This design comes from an exercise in tuning for small area and a short achievable clock period on the open sky130 flow, not from production work. The RTL was checked by simulation tests, not by an equivalence proof against the original design.

==> flow/design.v (outline; a module is shown in full before it is edited, if it fits) <==
// module iir_DF1_Biquad: 1783 lines
// module iir_fa: 4 lines
// module iir_ha: 4 lines
// module iir_pg: 4 lines
// module iir_pgn: 4 lines
// module iir_pgm: 4 lines
// module iir_gp: 4 lines
// module iir_gg: 3 lines
// module iir_sr: 3 lines
module iir_DF1_Biquad (
  input clk,
  input rst,
  input signed [15:0] din,
  output signed [15:0] dout
);
  // ...
==> flow/flow/run.sh <==
#!/bin/bash
# The standard layout (the standard.sh, standard synthesis unchanged) with a few
# settings changed: clock tree synthesis inserts no dummy loads, the port buffers are
# buf_2 cells instead of the default delay buffers, and timing repair aims for a
# setup slack of 6.7 ns rather than 0.
set -euo pipefail
export CTS_ARGS="-sink_clustering_enable -repair_clock_nets -buf_list {sky130_fd_sc_hd__clkbuf_8 sky130_fd_sc_hd__clkbuf_16} -dont_use_dummy_load"
export BUFFER_PORTS_ARGS="-buffer_cell sky130_fd_sc_hd__buf_2"
export SETUP_SLACK_MARGIN=6.7
bash standard.sh > standard.log 2>&1
==> flow/standard.sh <==
#!/bin/bash
# synth_recipe.tcl (not shown) runs the flow's synth.tcl, then flattens the netlist and writes it again
# the make line also repeats each setting of config.mk as NAME=value (left out here)
make -C /OpenROAD-flow-scripts/flow DESIGN_CONFIG=/design/flow/config.mk WORK_HOME=/design/flow/orfs CLKGATE_MAP_FILE= SYNTH_SCRIPT=/design/flow/synth_recipe.tcl "${@:-finish}"
==> flow/config.mk <==
export PLATFORM = sky130hd
export DESIGN_NAME = iir_DF1_Biquad
export DESIGN_NICKNAME = iir_DF1_Biquad
export VERILOG_FILES = /design/flow/design.v
export SDC_FILE = /design/flow/constraint.sdc
export NUM_CORES = 4
export LEC_CHECK = 0
export CAP_MARGIN = 20
export CORE_MARGIN = 2
export CORE_UTILIZATION = 60
export CTS_BUF_LIST = sky130_fd_sc_hd__clkbuf_8
export PLACE_DENSITY = 0.8
export SLEW_MARGIN = 20
export SYNTH_HIERARCHICAL = 1
export SYNTH_MINIMUM_KEEP_SIZE = 0
==> flow/constraint.sdc <==
create_clock -name core_clock -period 11.0 [get_ports {clk}]
set_input_delay 2.2000 -clock core_clock [delete_from_list [all_inputs] [get_ports {clk}]]
set_output_delay 2.2000 -clock core_clock [all_outputs]
set_load 0.01 [all_outputs]
==> summary.md, run 1 <==
| Metric | Value |
|---|---|
| Max-slew headroom | 0.483 |
| Post_cts resized | 27 |
| Share of cells above drive strength 1 | 0.124 |
| Non-clock inverters | 91 |
| Seq area share | 0.178 |
| Design area | 12400 µm² |
| Syn nets | 1225 |
| Cells after Synth | approximately 800 |
| RSZ-0062 raised after global routing | no |
| Synthesized area | 11300 µm² |
| Met3 usage | 0.0564 |
| DR DRC count | 0 |
| Multi-input gate area | around 8800 µm² |
| Root buffer cell | clkbuf_16 |
| Buffering overhead | 0.0434 |
| Mux cell area share after synthesis | 0 |
| Hold endpoint | c1_29$_DFF_P_ |
| Startpoint Class | flip-flop |
| Final setup margin | 6.85 ns |
| GRT met1 Usage | 0.347 |
| Metal3 WL | 1250 µm |
| Filler instances | 1287 |
| Hold Path Class | flip-flop to flip-flop |
| WL/cell | 23.2 µm |
| Finished Layout Cells | 1113 |
| Skew final | between 0.015 and 0.02 ns |
| Clock Latency Late Sink | 0.36 ns |
| Final core area utilization | 0.667 |
| Ys flop type | dfxtp_1 |
| Count leader, synth | fa_1 |
| Largest family of logic cells by synthesized area | adder cells |
| Worst reg2reg path endpoint | c1_12$_DFF_P_ |
| Status | timing/DRC/antenna clean |
| Slew Limit Fails | 0 |
==> run 2, diff against run 1 <==
--- a/flow/flow/run.sh
+++ b/flow/flow/run.sh
@@ -4,3 +4,3 @@
 # buf_2 cells instead of the default delay buffers, and timing repair aims for a
-# setup slack of 6.7 ns rather than 0.
+# setup slack of 6.85 ns rather than 0.
 set -euo pipefail
@@ -8,3 +8,3 @@
 export BUFFER_PORTS_ARGS="-buffer_cell sky130_fd_sc_hd__buf_2"
-export SETUP_SLACK_MARGIN=6.7
+export SETUP_SLACK_MARGIN=6.85
 bash standard.sh > standard.log 2>&1
==> summary.md, run 2 <==
| Metric | Value |
|---|---|
| Status | timing/DRC/antenna clean |
| CTS clk-pin slew, worst paths | 0.06 ns |
| Total track usage | 0.289 |
| Skew final | 0.0161 ns (-0.000766 ns) |
| Starting density of the core | 0.607 |
| Detail Route Antenna Nets | 0 |
| Largest area contributor in the synthesized netlist | fa_1 |
| Total number of vias | 6349 |
| Final net count | 1311 |
| Sinks on the clock net | 107 |
| Depth of the most critical reg-to-reg path | 13 |
| Synth top area share | 0.580 |
| Commonest non-fill, non-tap cells in the layout | fa_1 (326), inv_1 (91), ha_1 (79) |
| Cts hold-fix bufs | 0 |
| YS warnings | 7 |
| Worst-margin pin slew | 0.809 ns |
| Antenna violations before repair | 0 |
| WP data required | approximately 11 ns |
| Buffers added on ports | 33 |
| Crit Path Class | flip-flop to flip-flop |
| CTS Buf Count | 9 |
| Root buffer cell | clkbuf_16 |
| Final setup margin | 6.95 ns (+0.103 ns) |
| Share of cells above drive strength 1 | 0.146 (+0.0221) |
| Synthesized area | 11300 µm² (unchanged) |
| Crit path from | y[12]$_DFF_P_ |
| Final Cycle Share | 0.368 |
| Hold endpoint | c1_29$_DFF_P_ |
| GP Congestion | 0.844 |
| Syn nets | 1225 (unchanged) |
| Place WS | 6.31 ns |
| Largest regs | xa: 16 flops, xb: 16 flops, y: 16 flops |
| FF+latch count, synth | between 100 and 150 |
| Average instance area after synthesis | 14.1 µm² |
| Post-synth EDFFs | 0 |
| Startpoint Class | flip-flop |
| Setup TNS Final | 0 ns |
| Max-slew headroom | 0.461 (-0.0219) |
| First-pass GRT wire length | 41400 µm |
| Iter 0 DRT Violations | 377 |
| Core ar. | approximately 19000 µm² |
| Max clock buf depth | 2 |
| CP endpoint kind | flip-flop |
| Ys flop type | dfxtp_1 |
| Hold Path Class | flip-flop to flip-flop |
| Most frequent cells after synthesis | fa_1 (327), dfxtp_1 (107), inv_1 (91) |
| Die extent in x | 141 µm |
| WL/cell | 23.1 µm (-0.43%) |
| Worst r2r src | y[12]$_DFF_P_ |
| RSZ-0062 raised after global routing | yes |
| Endpoints failing hold | 0 |
| Hold Worst Slack | 0.548 ns |
| GR Overflow Total | 0 |
| Fin crit period | around 4.1 ns |
| Clock Latency Late Sink | 0.36 ns (about the same) |
| DIE AREA | 19900 µm² |
| Layout area overhead | 10.5% |
| Register-to-Register Setup Slack | 6.95 ns |
| I/O pin cnt | 34 |
| CP Data Arrival Time | 4.26 ns |
| Post-DP HPWL | around 19000 µm |
| Slew Limit Fails | 0 (unchanged) |
| DR DRC count | 0 (unchanged) |
| Post-synth ARST share | 0 |
| Count leader, synth | fa_1 |
| Synth area leaders | fa_1 (58%), dfxtp_1 (19%), ha_1 (9.0%) |
| Die height | ~140 µm |
| Pre-antenna DRT Iters | 4 |
| Number of max-cap violations | 0 |
| Commonest non-fill, non-tap cell in the layout | fa_1 |
| Ant. Diodes | 0 |
| Row cnt | 50 |
| H-Tree Depth | 3 |
| CP Max Fanout | 6 |
| Vias per Instance | 5.68 |
| Sequential-to-total area share from yosys stat | 0.190 |
| Largest net degree at the start of global routing | 35 |
| CTS tree | yes |
| Max Freq | 0.247 GHz |
| Cells after Synth | 799 (unchanged) |
| Final setup violation count | 0 |
| Hold depth | 1 |
| Final WL | 25800 µm |
| Worst reg2reg path endpoint | y[12]$_DFF_P_ |
| Synth unique cells | 14 |
| Vias in the first global route | 7699 |
| Min-delay src | y[15]$_DFF_P_ |
run 2: per-stage QoR:
stage,instances,area [µm²],util
2_1_floorplan,799,11300,-
3_3_place_gp,1065,11700,0.632
3_5_place_dp,1065,11700,0.632
4_1_cts,1098,12200,0.658
5_1_grt,1117,12500,0.671
6_report,1117,12500,0.671
run 2: worst max-delay path by stage:
stage                    end  slack (ns)  cells after the start
6_report       y[12]$_DFF_P_        6.95                     13
5_1_grt        y[11]$_DFF_P_        6.81                     14
4_1_cts        y[12]$_DFF_P_        6.85                     12
3_5_place_dp   y[12]$_DFF_P_        6.31                     12
3_3_place_gp   y[13]$_DFF_P_        6.45                     12
2_1_floorplan  y[11]$_DFF_P_        6.86                     12
run 2: timing repair:
action / in CTS / in global routing
endpoints found under the hold margin: 0 / 0
buffers inserted: 24 / 18
pin swaps: 0 / 4
cloned: 0 / 1
setup endpoints to repair: 24 / 17
gates resized for setup: 35 / 27
run 2: cells by family after synthesis:
group / after synthesis / synth area share
DFF: 107 / 0.190
adders and majority gates: 408 / 0.670
and+or+nand+nor: 119 / 0.0588
buffers and inverters: 94 / 0.0322
AOI/OAI and AO/OA: 55 / 0.0366
xor gates and xnor gates: 16 / 0.0124
run 2: Yosys stat by module (local to each module, per instance):
module          cells inside  area (µm²)  times used
iir_DF1_Biquad           275        2970           1
iir_fa                     1        20.0         327
iir_gg                     1        7.51          19
iir_gp                     2        13.8          36
iir_ha                     1        12.5          45
iir_pg                     1        12.5          29
iir_sr                     2        12.5          16
run 2: metal layers:
metal,GRT usage,routed length (µm)
met2,0.504,13700
met5,0,0
met1,0.350,9440
met4,0.131,1180
met3,0.0605,1410
run 2: layout make-up:
cell class	instances	area (µm²)
repair buffers	77	520
fillers	1278	6110
well taps	234	293
inverters	91	342
clock buffers	9	225
multi-input cells	599	8840
flip-flops and latches	107	2240
run 2: worst max-delay path: stages, from the launching register on:
cell and delay [ns]:
dfxtp_4 0.37, buf_4 0.18, fa_1 0.50, fa_1 0.43, fa_1 0.51, fa_1 0.43
ha_1 0.35, and2_1 0.20, and2_1 0.17, a21o_4 0.23, a21o_1 0.18, a21o_1 0.15
xnor2_1 0.16, nor2_1 0.05
==> run 3, diff against run 2 <==
--- a/flow/flow/run.sh
+++ b/flow/flow/run.sh
@@ -4,3 +4,3 @@
 # buf_2 cells instead of the default delay buffers, and timing repair aims for a
-# setup slack of 6.85 ns rather than 0.
+# setup slack of 7.0 ns rather than 0.
 set -euo pipefail
@@ -8,3 +8,3 @@
 export BUFFER_PORTS_ARGS="-buffer_cell sky130_fd_sc_hd__buf_2"
-export SETUP_SLACK_MARGIN=6.85
+export SETUP_SLACK_MARGIN=7.0
 bash standard.sh > standard.log 2>&1
==> summary.md, run 3 <==
| Metric | Value |
|---|---|
| Crit path from | y[13]$_DFF_P_ |
| Synth area leaders | fa_1 (58%), dfxtp_1 (19%), ha_1 (9.0%) |
| RSZ-0062 raised after global routing | yes |
| CTS tree | yes |
| Iter 0 DRT Violations | 521 (+38%) |
| Clock Latency Late Sink | 0.36 ns (about the same) |
| Synth unique cells | 14 (unchanged) |
| Final setup violation count | 0 (unchanged) |
| Final WL | 27700 µm (+7.5%) |
| Sequential-to-total area share from yosys stat | 0.190 (unchanged) |
| Vias in the first global route | 7622 (-1.0%) |
| DIE AREA | 19900 µm² (unchanged) |
| CP Max Fanout | 4 (-2) |
| Place WS | 6.49 ns (+0.176 ns) |
| Fin crit period | 4.03 ns (-0.0241 ns) |
| First-pass GRT wire length | 40600 µm (-1.9%) |
| Post-Route M1 WL | 10300 µm (+9.3%) |
| Largest regs | xa: 16 flops, xb: 16 flops, y: 16 flops |
| CTS Buf Count | 9 (unchanged) |
| Number of max-cap violations | 0 (unchanged) |
| Max Freq | 0.248 GHz (+0.60%) |
| Die height | 141 µm (unchanged) |
| Share of cells above drive strength 1 | 0.234 (+0.0882) |
| Average instance area after synthesis | 14.1 µm² (unchanged) |
| Antenna violations before repair | 0 (unchanged) |
| Min-delay src | xa[8]$_SDFF_PP0_ |
| Synth top area share | 0.580 (unchanged) |
| Final core area utilization | 0.701 (+0.0305) |
| Ys flop type | dfxtp_1 |
| GP Congestion | 0.867 (+2.7%) |
| Crit Path Class | flip-flop to flip-flop |
| Starting density of the core | 0.607 (unchanged) |
| Final Cycle Share | 0.366 (-0.00219) |
| Layout area overhead | 15.5% |
| Finished Layout Cells | 1139 (+2.0%) |
| GR Overflow Total | 0 (unchanged) |
| Setup TNS Final | 0 ns (unchanged) |
| Max-slew headroom | 0.564 (+0.103) |
| Metal3 WL | 1510 µm (+6.9%) |
| Commonest non-fill, non-tap cell in the layout | fa_1 |
| Die extent in x | 141 µm (unchanged) |
| CP Data Arrival Time | 4.25 ns (about the same) |
| CTS clk-pin slew, worst paths | 0.08 ns (+0.02 ns) |
| FF+latch count, synth | 107 (unchanged) |
| YS warnings | 7 (unchanged) |
| Most frequent cells after synthesis | fa_1 (327), dfxtp_1 (107), inv_1 (91) |
| I/O pin cnt | 34 (unchanged) |
| Vias per Instance | 5.76 (+1.3%) |
| Commonest non-fill, non-tap cells in the layout | fa_1 (305), inv_1 (89), dfxtp_1 (66) |
| Total track usage | 0.281 (-0.00837) |
| Worst-margin pin slew | 0.654 ns (-0.155 ns) |
| Detail Route Antenna Nets | 0 (unchanged) |
| Total number of vias | 6555 (+3.2%) |
| Largest area contributor in the synthesized netlist | fa_1 |
| Core ar. | 18600 µm² (unchanged) |
| CP endpoint kind | flip-flop |
| Final setup margin | 6.97 ns (+0.0241 ns) |
| Count leader, synth | fa_1 |
| Cells after Synth | 799 (unchanged) |
| Hold Path Class | flip-flop to flip-flop |
| Placed cells | 1064 (-0.094%) |
| Final net count | 1333 (+1.7%) |
| Buffers added on ports | 33 (unchanged) |
| Startpoint Class | flip-flop |
| Endpoints failing hold | 0 (unchanged) |
| Max clock buf depth | 2 (unchanged) |
| Post-synth ARST share | 0 (unchanged) |
| Row cnt | 50 (unchanged) |
| WP data required | 11.22 ns (about the same) |
| Largest net degree at the start of global routing | 35 (unchanged) |
| Slew Limit Fails | 0 (unchanged) |
| WL/cell | 24.3 µm (+5.4%) |
| Pre-antenna DRT Iters | 5 (+1) |
| Post-DP HPWL | 18700 µm (-3.4%) |
| Syn nets | 1225 (unchanged) |
| H-Tree Depth | 3 (unchanged) |
| DR DRC count | 0 (unchanged) |
| Top sig layer | met4 |
| Worst r2r src | y[13]$_DFF_P_ |
| Post-synth EDFFs | 0 (unchanged) |
| Metal2 WL | 14900 µm (+8.4%) |
| Cts hold-fix bufs | 0 (unchanged) |
| Status | timing/DRC/antenna clean |
| Skew final | 0.0181 ns (+0.00199 ns) |
| Filler instances | 1147 (-10%) |
| Sinks on the clock net | 107 (unchanged) |
| Ant. Diodes | 0 (unchanged) |
| Synthesized area | 11300 µm² (unchanged) |
| Root buffer cell | clkbuf_16 |
==> run 3: changes by cell type in the layout (fill, tap and decap cells not counted), moves of 7 or more <==
cell	previous run	this run
fa_2	1	22
and2_4	0	7
dfxtp_1	75	66
ha_1	79	60
fa_1	326	305
ha_4	2	20
and2_1	51	44
buf_4	42	57
dfxtp_4	24	31
==> run 3: timing repair <==
| action | CTS | global route |
|---|---|---|
| endpoints found under the setup margin | 28 | 26 |
| buffers inserted | 43 | 22 |
| cloned | 0 | 1 |
| pin swaps | 6 | 47 |
| gates resized for setup | 51 | 74 |
==> run 3: cell families after synthesis <==
group / synth area share
xor+xnor: 0.0124
fa+ha+maj: 0.670
compound gates: 0.0366
buf+inv: 0.0322
flops: 0.190
simple gates: 0.0588
==> run 3: final timing paths <==
check / cells past startpoint / slack, ns / endpoint
hold reg to reg: 1 / 0.58 / xb[8]$_SDFF_PP0_
setup / recovery: 13 / 6.97 / y[8]$_DFF_P_
setup reg to reg: 13 / 6.97 / y[8]$_DFF_P_
hold / removal: 1 / 0.58 / xb[8]$_SDFF_PP0_
==> run 3: Yosys stat by module, one instance, submodules excluded <==
module	times used	cell area (µm²)	flops+latches	cells inside
iir_sr	16	12.5	0	2
iir_DF1_Biquad	1	2970	107	275
iir_pg	29	12.5	0	1
iir_fa	327	20.0	0	1
iir_gg	19	7.51	0	1
iir_ha	45	12.5	0	1
iir_gp	36	13.8	0	2
==> run 3: worst max-delay path, stage by stage, from the launching register on <==
cell and delay (ns):
dfxtp_4 0.38, fa_2 0.42, fa_1 0.53, fa_1 0.54
fa_1 0.58, ha_4 0.22, a21o_1 0.19, a21o_1 0.21
buf_4 0.14, buf_6 0.11, a21o_1 0.15, a21o_1 0.17
xnor2_1 0.16, nor2_1 0.07
==> run 3: area by class of cell <==
type / instances / area, µm² / share of cell area
inverters: 91 / 342 / 0.0262
flip-flops and latches: 107 / 2270 / 0.174
clock buffers: 9 / 225 / 0.0173
repair buffers: 99 / 747 / 0.0573
multi-input cells: 599 / 9160 / 0.703
well taps: 234 / 293 / 0.0225
==> run 3: per-layer routing <==
layer  track usage  vias up
met5             0        -
met4         0.106        0
met3        0.0543       70
met2         0.488      254
met1         0.353     3575
li1              -     2656
==> run 3: metrics by stage <==
| step | hold WS, ns | area, µm² |
|---|---|---|
| 3_5_place_dp | 0.591 | 11700 |
| 3_3_place_gp | 0.593 | 11700 |
| 5_1_grt | 0.593 | 13000 |
| 2_1_floorplan | 0.495 | 11300 |
| 4_1_cts | 0.580 | 12500 |
| 6_report | 0.581 | 13000 |
==> run 4, diff against run 3 <==
--- a/flow/flow/run.sh
+++ b/flow/flow/run.sh
@@ -4,3 +4,3 @@
 # buf_2 cells instead of the default delay buffers, and timing repair aims for a
-# setup slack of 7.0 ns rather than 0.
+# setup slack of 6.8 ns rather than 0.
 set -euo pipefail
@@ -8,3 +8,3 @@
 export BUFFER_PORTS_ARGS="-buffer_cell sky130_fd_sc_hd__buf_2"
-export SETUP_SLACK_MARGIN=7.0
+export SETUP_SLACK_MARGIN=6.8
 bash standard.sh > standard.log 2>&1
==> summary.md, run 4 <==
| Metric | Value |
|---|---|
| Status | timing/DRC/antenna clean |
| Synth area leaders | fa_1 (58%), dfxtp_1 (19%), ha_1 (9.0%) |
| Sequential-to-total area share from yosys stat | 0.190 (unchanged) |
| Buffers added on ports | 33 (unchanged) |
| Post-synth ARST share | 0 (unchanged) |
| FF+latch count, synth | 107 (unchanged) |
| Final setup violation count | 0 (unchanged) |
| Post-synth EDFFs | 0 (unchanged) |
| Final net count | 1302 (-2.3%) |
| WL/cell | 22.9 µm (-6.0%) |
| Worst-margin pin slew | 0.839 ns (+0.186 ns) |
| Layout area overhead | 9.79% |
| Slew Limit Fails | 0 (unchanged) |
| Max clock buf depth | 2 (unchanged) |
| Row cnt | 50 (unchanged) |
| CP endpoint kind | flip-flop |
| DIE AREA | 19900 µm² (unchanged) |
| CTS clk-pin slew, worst paths | 0.07 ns (about the same) |
| CTS Buf Count | 9 (unchanged) |
| Synth unique cells | 14 (unchanged) |
| CP Max Fanout | 15 (+11) |
| CTS tree | yes |
| Hold Path Class | flip-flop to flip-flop |
| Final setup margin | 6.93 ns (-0.0473 ns) |
| Ant. Diodes | 0 (unchanged) |
| WP data required | 11.22 ns (about the same) |
| Ys flop type | dfxtp_1 |
| CP Data Arrival Time | 4.29 ns (+0.04 ns) |
| Register-to-Register Setup Slack | 6.93 ns (-0.05 ns) |
| Worst reg2reg path endpoint | y[11]$_DFF_P_ |
| Total number of vias | 6224 (-5.0%) |
| Hold endpoint | c0_29$_DFF_P_ |
| Sinks on the clock net | 107 (unchanged) |
| Largest regs | xa: 16 flops, xb: 16 flops, y: 16 flops |
| Largest net degree at the start of global routing | 35 (unchanged) |
| Average instance area after synthesis | 14.1 µm² (unchanged) |
| Min-delay src | y[14]$_DFF_P_ |
| DR DRC count | 0 (unchanged) |
| I/O pin cnt | 34 (unchanged) |
| Pre-antenna DRT Iters | 4 (-1) |
| Max-slew headroom | 0.440 (-0.124) |
| H-Tree Depth | 3 (unchanged) |
| Worst r2r src | y[0]$_DFF_P_ |
| Total track usage | 0.290 (+0.00871) |
| Cells after Synth | 799 (unchanged) |
| Final core area utilization | 0.667 (-0.0349) |
| Synth top area share | 0.580 (unchanged) |
| Root buffer cell | clkbuf_16 |
| Place WS | 6.23 ns (-0.260 ns) |
| Die height | 141 µm (unchanged) |
| Share of cells above drive strength 1 | 0.124 (-0.111) |
| Most frequent cells after synthesis | fa_1 (327), dfxtp_1 (107), inv_1 (91) |
| RSZ-0062 raised after global routing | no |
| Detail Route Antenna Nets | 0 (unchanged) |
| Number of max-cap violations | 0 (unchanged) |
| Setup TNS Final | 0 ns (unchanged) |
| Startpoint Class | flip-flop |
| GP Congestion | 0.841 (-2.9%) |
| Crit path from | y[0]$_DFF_P_ |
| Iter 0 DRT Violations | 357 (-31%) |
| Final WL | 25300 µm (-8.6%) |
| Skew final | 0.0138 ns (-0.00432 ns) |
| Antenna violations before repair | 0 (unchanged) |
| Commonest non-fill, non-tap cell in the layout | fa_1 |
| Post-DP HPWL | 19400 µm (+3.6%) |
| Vias in the first global route | 7727 (+1.4%) |
| Crit Path Class | flip-flop to flip-flop |
| Commonest non-fill, non-tap cells in the layout | fa_1 (326), inv_1 (91), dfxtp_1 (82) |
| Starting density of the core | 0.607 (unchanged) |
| Core ar. | 18600 µm² (unchanged) |
| Filler instances | 1262 (+10%) |
| Max Freq | 0.245 GHz (-1.2%) |
| Clock Latency Late Sink | 0.35 ns (about the same) |
| GR Overflow Total | 0 (unchanged) |
| Synthesized area | 11300 µm² (unchanged) |
| Vias per Instance | 5.62 (-2.4%) |
| Die extent in x | 141 µm (unchanged) |
| Largest area contributor in the synthesized netlist | fa_1 |
| Cts hold-fix bufs | 0 (unchanged) |
| Final Cycle Share | 0.370 (+0.00430) |
| Endpoints failing hold | 0 (unchanged) |
| Syn nets | 1225 (unchanged) |
| Hold depth | 0 (-1) |
| Count leader, synth | fa_1 |
| Depth of the most critical reg-to-reg path | 13 (unchanged) |
| Fin crit period | 4.07 ns (+0.0473 ns) |
| YS warnings | 7 (unchanged) |
| First-pass GRT wire length | 41700 µm (+2.6%) |
## run 4: cell types whose count changed in the layout (fill, tap and decap cells not counted), moves of 7 or more
cell | previous run | this run
ha_4 | 20 | 1
fa_2 | 22 | 1
and2_4 | 7 | 0
ha_1 | 60 | 80
and2_1 | 44 | 51
buf_4 | 57 | 29
dfxtp_1 | 66 | 82
fa_1 | 305 | 326
dfxtp_4 | 31 | 17
## run 4: how the worst max path moves through the flow
stage | endpoint | slack (ns) | depth (start not counted)
after floorplan | y[11]$_DFF_P_ | 6.81 | 12
after global placement | y[15]$_DFF_P_ | 6.35 | 12
after detailed placement | y[3]$_DFF_P_ | 6.23 | 12
after CTS | y[3]$_DFF_P_ | 6.79 | 13
after global routing | y[7]$_DFF_P_ | 6.78 | 13
final | y[11]$_DFF_P_ | 6.93 | 13
## run 4: logic make-up (layout without fill, tap and decap cells)
group | after synthesis | in the layout | synth area share
AO/OA/AOI/OAI | 55 | 55 | 0.0366
XOR/XNOR | 16 | 16 | 0.0124
adder cells (fa/ha/maj) | 408 | 408 | 0.670
buffers and inverters | 94 | 169 | 0.0322
flip-flops | 107 | 107 | 0.190
AND/OR/NAND/NOR | 119 | 119 | 0.0588
## run 4: critical path, cell delays in order (launching register included)
cell and delay, ns:
dfxtp_1 0.32, buf_6 0.23, fa_1 0.48, fa_1 0.43, fa_1 0.51, fa_1 0.39, ha_1 0.34, a21o_1 0.20
a21o_1 0.23, a21o_4 0.26, a21o_1 0.19, a21o_1 0.16, xnor2_1 0.14, nor2_1 0.05
## run 4: final cells by class
class                   count  area, µm²  area share
multi-input cells         598       8810       0.711
flip-flops and latches    107       2220       0.179
repair buffers             69        504      0.0407
inverters                  91        342      0.0276
well taps                 234        293      0.0236
clock buffers               9        225      0.0182
## run 4: metrics by stage
| stage | area, µm² | hold slack (ns) | cells |
|---|---|---|---|
| floorplan | 11300 | 0.537 | 799 |
| global placement | 11800 | 0.644 | 1068 |
| detailed placement | 11800 | 0.645 | 1068 |
| CTS | 12200 | 0.514 | 1093 |
| global route | 12400 | 0.532 | 1108 |
| finish | 12400 | 0.524 | 1108 |
## run 4: timing repair
item	in CTS	in global routing
buffers inserted	16	15
endpoints found under the setup margin	24	14
gates resized for setup	33	18
pin swaps	0	1
## run 4: Yosys stat by module, one instance, submodules excluded
module / copies in the design / area (µm²) / flip-flops and latches
iir_gg: 19 / 7.51 / 0
iir_ha: 45 / 12.5 / 0
iir_fa: 327 / 20.0 / 0
iir_sr: 16 / 12.5 / 0
iir_gp: 36 / 13.8 / 0
iir_pg: 29 / 12.5 / 0
iir_DF1_Biquad: 1 / 2970 / 107
## run 4: layer usage
metal | global-route usage | share of wire | vias up | wire, µm
li1 | - | - | 2591 | -
met1 | 0.349 | 0.37 | 3380 | 9390
met2 | 0.506 | 0.54 | 180 | 13600
met3 | 0.0503 | 0.040 | 73 | 1020
met4 | 0.144 | 0.050 | 0 | 1260
met5 | 0 | 0 | - | 0
==> run 5, diff against run 4 <==
--- a/flow/config.mk
+++ b/flow/config.mk
@@ -9,5 +9,5 @@
 export CORE_MARGIN = 2
-export CORE_UTILIZATION = 60
+export CORE_UTILIZATION = 50
 export CTS_BUF_LIST = sky130_fd_sc_hd__clkbuf_8
-export PLACE_DENSITY = 0.8
+export PLACE_DENSITY = 0.7
 export SLEW_MARGIN = 20
==> summary.md, run 5 <==
| Metric | Value |
|---|---|
| Synth top area share | 0.580 (unchanged) |
| Sinks on the clock net | 107 (unchanged) |
| Delay of the slowest cell on the worst path | 0.59 ns (+0.08 ns) |
| Depth of the most critical reg-to-reg path | 9 (-4) |
| Buffers added on ports | 33 (unchanged) |
| Starting density of the core | 0.514 (-0.0934) |
| Total number of vias | 5986 (-3.8%) |
| CTS Buf Count | 9 (unchanged) |
| Average instance area after synthesis | 14.1 µm² (unchanged) |
| Crit Path Class | flip-flop to flip-flop |
| FF+latch area | 2220 µm² (+0.34%) |
| Synthesized area | 11300 µm² (unchanged) |
| GRT met1 Usage | 0.290 (-0.0590) |
| I/O pin cnt | 34 (unchanged) |
| GR Overflow Total | 0 (unchanged) |
| Total track usage | 0.228 (-0.0613) |
| Worst-margin pin slew | 0.792 ns (-0.0473 ns) |
| CTS tree | yes |
| Hold Path Class | flip-flop to flip-flop |
| CTS clk-pin slew, worst paths | 0.07 ns (about the same) |
| Max-slew headroom | 0.472 (+0.0315) |
| Commonest non-fill, non-tap cell in the layout | fa_1 |
| Slew Limit Fails | 0 (unchanged) |
| Delay-heaviest family, CP | adder cells |
| Busiest grt layer | met2 |
| DIE AREA | 23800 µm² (+19%) |
| Share of cells above drive strength 1 | 0.122 (-0.00187) |
| Synth unique cells | 14 (unchanged) |
| Synth area leaders | fa_1 (58%), dfxtp_1 (19%), ha_1 (9.0%) |
| Row cnt | 54 (+8.0%) |
| Most frequent cells after synthesis | fa_1 (327), dfxtp_1 (107), inv_1 (91) |
| Largest net degree at the start of global routing | 35 (unchanged) |
| Detail Route Antenna Nets | 0 (unchanged) |
| Max clock buf depth | 2 (unchanged) |
| Fin crit period | 4.07 ns (-0.00811 ns) |
| Count leader, synth | fa_1 |
| Buf/Inv on CP | 2 (+1) |
| CP endpoint kind | flip-flop |
| Crit path top cell by count | fa_1 |
| Syn nets | 1225 (unchanged) |
| DR DRC count | 0 (unchanged) |
| Vias per Instance | 5.20 (-7.4%) |
| Final Cycle Share | 0.370 (-0.000737) |
| Post-synth EDFFs | 0 (unchanged) |
| Cells after Synth | 799 (unchanged) |
| Largest regs | xa: 16 flops, xb: 16 flops, y: 16 flops |
| Antenna violations before repair | 0 (unchanged) |
| Final net count | 1299 (-0.23%) |
| YS warnings | 7 (unchanged) |
| Endpoints failing hold | 0 (unchanged) |
| Multi-input gate area | 8790 µm² (-0.14%) |
| Number of max-cap violations | 0 (unchanged) |
| Met3 usage | 0.0277 (-0.0225) |
| Commonest non-fill, non-tap cells in the layout | fa_1 (327), inv_1 (91), ha_1 (81) |
| Max Freq | 0.246 GHz (+0.20%) |
| Pre-antenna DRT Iters | 4 (unchanged) |
| RSZ-0062 raised after global routing | yes |
| Final setup violation count | 0 (unchanged) |
| Sequential-to-total area share from yosys stat | 0.190 (unchanged) |
| CP Max Fanout | 4 (-11) |
| Final WL | 23700 µm (-6.4%) |
| FF+latch count, synth | 107 (unchanged) |
| Startpoint Class | flip-flop |
| Hold depth | 0 (unchanged) |
| Largest area contributor in the synthesized netlist | fa_1 |
| H-Tree Depth | 3 (unchanged) |
| Vias in the first global route | 7444 (-3.7%) |
| Clock Latency Late Sink | 0.36 ns (about the same) |
| Post-synth ARST share | 0 (unchanged) |
| Root buffer cell | clkbuf_16 |
| Filler instances | 1774 (+41%) |
| First-pass GRT wire length | 39800 µm (-4.4%) |
| Register-to-Register Setup Slack | 6.93 ns (about the same) |
| Layout area overhead | 9.92% |
| Status | timing/DRC/antenna clean |
| Ant. Diodes | 0 (unchanged) |
| Core ar. | 22000 µm² (+18%) |
| Met2 GRT Util | 0.414 (-0.0928) |
| GP Congestion | 0.807 (-4.1%) |
| Critical path depth | 9 (-4) |
| WL/cell | 20.6 µm (-9.9%) |
| WP data required | 11.22 ns (about the same) |
| Post-DP HPWL | 18900 µm (-2.7%) |
| Setup TNS Final | 0 ns (unchanged) |
| Critical-path top delay cell | dfxtp_1 |
| Die extent in x | 154 µm (+9.3%) |
| Ys flop type | dfxtp_1 |
| Skew final | 0.0249 ns (+0.0111 ns) |
| CP Cell Sequence | fa_1 -> fa_1 -> fa_1 -> inv_1 -> fa_1 -> fa_1 -> inv_1 -> fa_1 -> fa_1 |
| Die height | 154 µm (+9.3%) |
| CP Data Arrival Time | 4.28 ns (about the same) |
| Iter 0 DRT Violations | 267 (-25%) |
## run 5: area by class of cell
type                    count  area share
inverters                  91      0.0275
clock buffers               9      0.0182
repair buffers             66      0.0375
flip-flops and latches    107       0.179
well taps                 280      0.0283
multi-input cells         598       0.709
## run 5: cells by family (layout without fill, tap and decap cells)
group           count (synthesis)  count (layout)  share of synthesized area
compound gates                 55              55                     0.0366
xor+xnor                       16              16                     0.0124
fa+ha+maj                     408             408                      0.670
buf+inv                        94             166                     0.0322
flops                         107             107                      0.190
simple gates                  119             119                     0.0588
## run 5: layer usage
metal  share of wire  vias up  wire, µm
met4           0.022        0       526
met3           0.032       38       765
li1                -     2588         -
met2            0.54      120     12700
met5               0        -         0
met1            0.41     3240      9710
## run 5: Yosys stat by module, one instance, submodules excluded
module	copies in the design	flops+latches	cells
iir_ha	45	0	1
iir_fa	327	0	1
iir_gg	19	0	1
iir_DF1_Biquad	1	107	275
iir_pg	29	0	1
iir_gp	36	0	2
iir_sr	16	0	2
## run 5: worst paths after layout
kind                    start             to
max          xb[8]$_SDFF_PP0_  c1_14$_DFF_P_
min             y[14]$_DFF_P_  c0_29$_DFF_P_
max reg2reg  xb[8]$_SDFF_PP0_  c1_14$_DFF_P_
min reg2reg     y[14]$_DFF_P_  c0_29$_DFF_P_
## run 5: timing repair
action	CTS	global route
pin swaps	0	3
hold buffers	0	0
setup buffers	5	22
endpoints found under the setup margin	24	15
gates resized for setup	31	22
## run 5: through the flow
step	hold WS (ns)	std cells	area, µm²	utilization	setup WS [ns]
detailed placement	0.605	1115	11800	0.539	6.23
finish	0.523	1151	12400	0.565	6.93
CTS	0.524	1129	12200	0.553	6.81
global route	0.531	1151	12400	0.565	6.79
global placement	0.595	1115	11800	0.539	6.31
floorplan	0.537	799	11300	-	6.81
## run 5: worst register-to-register path: stages (launching register included)
cell	delay [ns]
dfxtp_1	0.59
fa_1	0.51
fa_1	0.46
fa_1	0.49
inv_1	0.05
fa_1	0.48
fa_1	0.38
inv_1	0.09
fa_1	0.43
fa_1	0.45
==> run 6, diff against run 5 <==
--- a/flow/flow/run.sh
+++ b/flow/flow/run.sh
@@ -4,3 +4,3 @@
 # buf_2 cells instead of the default delay buffers, and timing repair aims for a
-# setup slack of 6.8 ns rather than 0.
+# setup slack of 6.9 ns rather than 0.
 set -euo pipefail
@@ -8,3 +8,3 @@
 export BUFFER_PORTS_ARGS="-buffer_cell sky130_fd_sc_hd__buf_2"
-export SETUP_SLACK_MARGIN=6.8
+export SETUP_SLACK_MARGIN=6.9
 bash standard.sh > standard.log 2>&1
==> summary.md, run 6 <==
| Metric | Value |
|---|---|
| Detail Route Antenna Nets | 0 (unchanged) |
| CTS Buf Count | 9 (unchanged) |
| Most frequent cells after synthesis | fa_1 (327), dfxtp_1 (107), inv_1 (91) |
| CP Max Fanout | 4 (unchanged) |
| Iter 0 DRT Violations | 253 (-5.2%) |
| Core ar. | 22000 µm² (unchanged) |
| Count leader, synth | fa_1 |
| RSZ-0062 raised after global routing | no |
| Synth top area share | 0.580 (unchanged) |
| Synthesized area | 11300 µm² (unchanged) |
| Synth unique cells | 14 (unchanged) |
| Mux cell area share after synthesis | 0 (unchanged) |
| Skew final | 0.0210 ns (-0.00390 ns) |
| Average instance area after synthesis | 14.1 µm² (unchanged) |
| Slew Limit Fails | 0 (unchanged) |
| Cts hold-fix bufs | 0 (unchanged) |
| GP Congestion | 0.801 (-0.74%) |
| Sequential-to-total area share from yosys stat | 0.190 (unchanged) |
| Synth area leaders | fa_1 (58%), dfxtp_1 (19%), ha_1 (9.0%) |
| Status | timing/DRC/antenna clean |
| Post-synth EDFFs | 0 (unchanged) |
| Total number of vias | 6134 (+2.5%) |
| YS warnings | 7 (unchanged) |
| Clock Latency Late Sink | 0.36 ns (about the same) |
| Endpoints failing hold | 0 (unchanged) |
| Largest net degree at the start of global routing | 35 (unchanged) |
| Ant. Diodes | 0 (unchanged) |
| WL/cell | 20.9 µm (+1.6%) |
| Largest family of logic cells by synthesized area | adder cells |
| Final WL | 24500 µm (+3.4%) |
| Delay of the slowest cell on the worst path | 0.57 ns (-0.02 ns) |
| Die extent in x | 154 µm (unchanged) |
| Vias in the first global route | 7490 (+0.62%) |
| Largest area contributor in the synthesized netlist | fa_1 |
| CTS clk-pin slew, worst paths | 0.07 ns (about the same) |
| Crit Path Class | flip-flop to flip-flop |
| Final Cycle Share | 0.360 (-0.00962) |
| Antenna violations before repair | 1 (+1) |
| Pre-antenna DRT Iters | 4 (unchanged) |
| Commonest non-fill, non-tap cell in the layout | fa_1 |
| Fin crit period | 3.96 ns (-0.106 ns) |
| Synth Area in Adders | 0.670 (unchanged) |
| Hold Path Class | flip-flop to flip-flop |
| Setup TNS Final | 0 ns (unchanged) |
| Number of max-cap violations | 0 (unchanged) |
| Simple-gate portion of the synthesized area | 0.0588 (unchanged) |
| Commonest non-fill, non-tap cells in the layout | fa_1 (323), inv_1 (91), ha_1 (78) |
| Critical-path top delay cell | fa_1 |
| WP data required | 11.23 ns (about the same) |
| Cells after Synth | 799 (unchanged) |
| Die height | 154 µm (unchanged) |
| Worst-margin pin slew | 0.785 ns (-0.00714 ns) |
| Max-slew headroom | 0.477 (+0.00476) |
| Root buffer cell | clkbuf_16 |
| CTS tree | yes |
| Vias per Instance | 5.24 (+0.72%) |
| I/O pin cnt | 34 (unchanged) |
| FF+latch count, synth | 107 (unchanged) |
| Sinks on the clock net | 107 (unchanged) |
| Hold Worst Slack | 0.544 ns (+0.0215 ns) |
| Layout area overhead | 12.0% |
| Syn nets | 1225 (unchanged) |
| Buf/Inv on CP | 2 (unchanged) |
| Crit path top cell by count | fa_1 |
| DIE AREA | 23800 µm² (unchanged) |
| Delay-heaviest family, CP | adder cells |
| Share of cells above drive strength 1 | 0.162 (+0.0399) |
| Startpoint Class | flip-flop |
| Starting density of the core | 0.514 (unchanged) |
| CP endpoint kind | flip-flop |
| CP Cell Sequence | inv_1 -> ha_1 -> fa_1 -> fa_1 -> inv_1 -> fa_1 -> fa_1 -> fa_1 -> fa_1 |
| Final net count | 1319 (+1.5%) |
| Max clock buf depth | 2 (unchanged) |
| GR Overflow Total | 0 (unchanged) |
| Final setup violation count | 0 (unchanged) |
| Synth Area in XOR/XNOR | 0.0124 (unchanged) |
| Row cnt | 54 (unchanged) |
| Largest regs | xa: 16 flops, xb: 16 flops, y: 16 flops |
| First-pass GRT wire length | 40800 µm (+2.5%) |
| CP Data Arrival Time | 4.19 ns (-0.09 ns) |
| Max Freq | 0.253 GHz (+2.7%) |
| Compound-Gate Fraction of Synth Area | 0.0366 (unchanged) |
| DR DRC count | 0 (unchanged) |
| Total track usage | 0.236 (+0.00720) |
| Buffers added on ports | 33 (unchanged) |
| Post-synth ARST share | 0 (unchanged) |
| Post-DP HPWL | 18700 µm (-0.65%) |
| H-Tree Depth | 3 (unchanged) |
| Ys flop type | dfxtp_1 |
## run 6: cell families (layout without fill, tap and decap cells)
kind of cell / count (synthesis) / after routing
adder cells (fa/ha/maj): 408 / 408
AND/OR/NAND/NOR: 119 / 119
flip-flops: 107 / 107
buffers and inverters: 94 / 185
AO/OA/AOI/OAI: 55 / 56
XOR/XNOR: 16 / 16
## run 6: cell type report
type                    count  area (µm²)
clock buffers               9         225
fillers                  1731        9320
flip-flops and latches    107        2250
repair buffers             85         597
multi-input cells         599        8870
inverters                  91         342
well taps                 280         350
## run 6: path summary, 6_finish.rpt
path	from	endpoint	slack [ns]	depth (start not counted)
setup / recovery	xb[7]$_SDFF_PP0_	c1_10$_DFF_P_	7.04	9
hold / removal	y[15]$_DFF_P_	c1_29$_DFF_P_	0.54	1
hold reg to reg	y[15]$_DFF_P_	c1_29$_DFF_P_	0.54	1
setup reg to reg	xb[7]$_SDFF_PP0_	c1_10$_DFF_P_	7.04	9
## run 6: per-module statistics from Yosys (local to each module, per instance)
module	flip-flops and latches	area [µm²]	copies in the design	cells inside
iir_gg	0	7.51	19	1
iir_pg	0	12.5	29	1
iir_fa	0	20.0	327	1
iir_DF1_Biquad	107	2970	1	275
iir_sr	0	12.5	16	2
iir_gp	0	13.8	36	2
iir_ha	0	12.5	45	1
## run 6: repair_timing
action | in CTS | in global routing
buffers inserted | 34 | 16
gates resized for setup | 34 | 33
gates cloned | 0 | 1
setup endpoints to repair | 26 | 21
pin swaps | 0 | 11
## run 6: routing by layer
layer / up-vias / track usage / routed length [µm]
li1: 2625 / - / -
met4: 0 / 0.0930 / 863
met2: 140 / 0.407 / 12700
met3: 53 / 0.0516 / 1190
met1: 3316 / 0.291 / 9750
met5: - / 0 / 0
## run 6: stage by stage
stage               instances  cell area (µm²)   util  setup slack (ns)
detailed placement       1111            11800  0.538              6.48
floorplan                 799            11300      -              6.91
finish                   1171            12600  0.575              7.04
global placement         1111            11800  0.538              6.51
global route             1171            12600  0.575              6.90
CTS                      1154            12400  0.563              6.90
## run 6: worst reg2reg max path: cells and delay by family (launching register included)
kind       cells  cell delay, ns
flops          1            0.50
buf+inv        2            0.14
fa+ha+maj      7            3.19
==> run 7, diff against run 6 <==
--- a/flow/config.mk
+++ b/flow/config.mk
@@ -9,5 +9,5 @@
 export CORE_MARGIN = 2
-export CORE_UTILIZATION = 50
+export CORE_UTILIZATION = 60
 export CTS_BUF_LIST = sky130_fd_sc_hd__clkbuf_8
-export PLACE_DENSITY = 0.7
+export PLACE_DENSITY = 0.8
 export SLEW_MARGIN = 20
==> summary.md, run 7 <==
| Metric | Value |
|---|---|
| Crit path top cell by count | fa_1 |
| Largest regs | xa: 16 flops, xb: 16 flops, y: 16 flops |
| CP Data Arrival Time | 4.28 ns (+0.09 ns) |
| Final WL | 25300 µm (+3.4%) |
| Detail Route Antenna Nets | 0 (unchanged) |
| Final setup violation count | 0 (unchanged) |
| Post-DP HPWL | 18900 µm (+1.0%) |
| Cts hold-fix bufs | 0 (unchanged) |
| Critical-path top delay cell | fa_1 |
| Startpoint Class | flip-flop |
| H-Tree Depth | 3 (unchanged) |
| Max Freq | 0.247 GHz (-2.1%) |
| Slew Limit Fails | 0 (unchanged) |
| Hold Path Class | flip-flop to flip-flop |
| Post-synth EDFFs | 0 (unchanged) |
| First-pass GRT wire length | 39300 µm (-3.7%) |
| Final core area utilization | 0.674 (+0.0989) |
| Buffers added on ports | 33 (unchanged) |
| Multi-input gate area | 8900 µm² (+0.35%) |
| GR Overflow Total | 0 (unchanged) |
| Filler instances | 1249 (-28%) |
| Synthesized area | 11300 µm² (unchanged) |
| Row cnt | 50 (-7.4%) |
| Core ar. | 18600 µm² (-15%) |
| CTS tree | yes |
| Largest area contributor in the synthesized netlist | fa_1 |
| Commonest non-fill, non-tap cells in the layout | fa_1 (321), inv_1 (91), dfxtp_1 (76) |
| Root buffer cell | clkbuf_16 |
| Cells after Synth | 799 (unchanged) |
| Die height | 141 µm (-8.5%) |
| Final Cycle Share | 0.368 (+0.00754) |
| Place WS | 6.37 ns (-0.108 ns) |
| Setup TNS Final | 0 ns (unchanged) |
| DR DRC count | 0 (unchanged) |
| Largest net degree at the start of global routing | 35 (unchanged) |
| Syn nets | 1225 (unchanged) |
| Ant. Diodes | 0 (unchanged) |
| Max-slew headroom | 0.516 (+0.0391) |
| Vias in the first global route | 7364 (-1.7%) |
| Status | timing/DRC/antenna clean |
| Final setup margin | 6.96 ns (-0.0829 ns) |
| Average instance area after synthesis | 14.1 µm² (unchanged) |
| Ys flop type | dfxtp_1 |
| I/O pin cnt | 34 (unchanged) |
| Starting density of the core | 0.607 (+0.0934) |
| Synth unique cells | 14 (unchanged) |
| Placed cells | 1064 (-4.2%) |
| RSZ-0062 raised after global routing | yes |
| FF+latch count, synth | 107 (unchanged) |
| Design area | 12500 µm² (-0.84%) |
| CP endpoint kind | flip-flop |
| Worst-margin pin slew | 0.726 ns (-0.0586 ns) |
| Delay of the slowest cell on the worst path | 0.52 ns (-0.05 ns) |
| Post-synth ARST share | 0 (unchanged) |
| Pre-antenna DRT Iters | 4 (unchanged) |
| Total track usage | 0.272 (+0.0370) |
| FF+latch area | 2250 µm² (-0.33%) |
| Synth area leaders | fa_1 (58%), dfxtp_1 (19%), ha_1 (9.0%) |
| Count leader, synth | fa_1 |
| Vias per Instance | 5.61 (+7.1%) |
| DIE AREA | 19900 µm² (-16%) |
| Most frequent cells after synthesis | fa_1 (327), dfxtp_1 (107), inv_1 (91) |
| Die extent in x | 141 µm (-8.5%) |
| YS warnings | 7 (unchanged) |
| Iter 0 DRT Violations | 363 (+43%) |
| Synth top area share | 0.580 (unchanged) |
| Antenna violations before repair | 0 (-1) |
| Sequential-to-total area share from yosys stat | 0.190 (unchanged) |
| Placed Area | 11700 µm² (-0.55%) |
| Clock Latency Late Sink | 0.37 ns (about the same) |
| GP Congestion | 0.827 (+3.2%) |
| Endpoints failing hold | 0 (unchanged) |
| WL/cell | 22.7 µm (+8.5%) |
| Layout area overhead | 11.1% |
| Fin crit period | 4.04 ns (+0.0829 ns) |
| Sinks on the clock net | 107 (unchanged) |
| CP Max Fanout | 4 (unchanged) |
| Finished Layout Cells | 1116 (-4.7%) |
| Total number of vias | 6262 (+2.1%) |
| Commonest non-fill, non-tap cell in the layout | fa_1 |
| Share of cells above drive strength 1 | 0.154 (-0.00742) |
| Number of max-cap violations | 0 (unchanged) |
| CP Cell Sequence | buf_4 -> fa_1 -> fa_1 -> fa_1 -> inv_1 -> fa_1 -> fa_1 -> inv_1 -> fa_1 -> fa_1 |
| Crit Path Class | flip-flop to flip-flop |
| Final net count | 1310 (-0.68%) |
| CTS Buf Count | 9 (unchanged) |
| Skew final | 0.0290 ns (+0.00803 ns) |
| Max clock buf depth | 2 (unchanged) |
| WP data required | 11.23 ns (about the same) |
| CTS clk-pin slew, worst paths | 0.08 ns (about the same) |
-- run 7: timing repair --
item | 4_1_cts | 5_1_grt
buffers inserted | 30 | 13
setup endpoints to repair | 27 | 18
endpoints found under the hold margin | 0 | 0
gates resized for setup | 34 | 29
pin swaps | 0 | 3
-- run 7: final timing paths --
kind                                   startpoint             to  slack [ns]  cells after the start
worst max-delay path            xa[13]$_SDFF_PP0_  c1_15$_DFF_P_        6.96                     10
worst min-delay path                y[14]$_DFF_P_  c0_29$_DFF_P_        0.58                      1
worst max register to register  xa[13]$_SDFF_PP0_  c1_15$_DFF_P_        6.96                     10
worst min register to register      y[14]$_DFF_P_  c0_29$_DFF_P_        0.58                      1
-- run 7: critical path: cells and delay by family, from the launching register on --
kind	cells	cell delay, ns
adder cells (fa/ha/maj)	7	3.21
flip-flops	1	0.37
buffers and inverters	3	0.33
-- run 7: area by class of cell --
type	count	share of cell area
multi-input cells	598	0.710
flip-flops and latches	107	0.179
repair buffers	77	0.0418
inverters	91	0.0273
well taps	234	0.0234
clock buffers	9	0.0180
-- run 7: kinds of logic after synthesis --
family / synth area share
flops: 0.190
simple gates: 0.0588
xor+xnor: 0.0124
fa+ha+maj: 0.670
buf+inv: 0.0322
compound gates: 0.0366
-- run 7: stage by stage --
step / hold slack, ns
after detailed placement: 0.595
after floorplan: 0.495
after CTS: 0.531
final: 0.578
after global placement: 0.594
after global routing: 0.590
-- run 7: Yosys stat by module, one instance, submodules excluded --
| module | cell area [µm²] | cells |
|---|---|---|
| iir_DF1_Biquad | 2970 | 275 |
| iir_fa | 20.0 | 1 |
| iir_gp | 13.8 | 2 |
| iir_ha | 12.5 | 1 |
| iir_pg | 12.5 | 1 |
| iir_sr | 12.5 | 2 |
| iir_gg | 7.51 | 1 |
-- run 7: metal layers --
metal	vias up	track usage	part of all wire
met4	0	0.112	0.035
met3	54	0.0445	0.045
met1	3414	0.354	0.38
li1	2607	-	-
met2	187	0.463	0.53
met5	-	0	0

[re-timing with driven ports]
In the flow no input, the clock included, has a driving cell. The finished layouts below were timed again as built, in two steps.
Step 1 sets driving cells, clkbuf_16 on the clock port and buf_2 on the other inputs (assumed; they add their load-dependent delay and slew).
Step 2 times the ports against the registers' clock, not the clock port: input delays grow and output delays shrink by t, the midpoint of the rising clock arrivals with the driver on.
Three values: ideal ports, drivers, drivers and shift; two values: the first two.
run	t (ns)	slack for setup (ns)	worst setup path at the end	worst register clock-pin slew, ns
run 1	0.394	6.846 / 6.846 / 6.846	register to register	0.08 / 0.08
run 2	0.395	6.949 / 6.949 / 6.949	register to register	0.08 / 0.08
run 3	0.397	6.973 / 6.973 / 6.897	input to register	0.08 / 0.08
run 4	0.388	6.926 / 6.926 / 6.926	register to register	0.07 / 0.07
run 5	0.394	6.934 / 6.934 / 6.934	register to register	0.08 / 0.08
run 6	0.399	7.040 / 7.040 / 6.995	input to register	0.08 / 0.08
run 7	0.394	6.957 / 6.957 / 6.957	register to register	0.08 / 0.08
After both steps setup and hold are still met in every run listed. The setup slack of run 3, which loses most, moves by 0.000 ns with the drivers and by -0.076 ns with both steps.
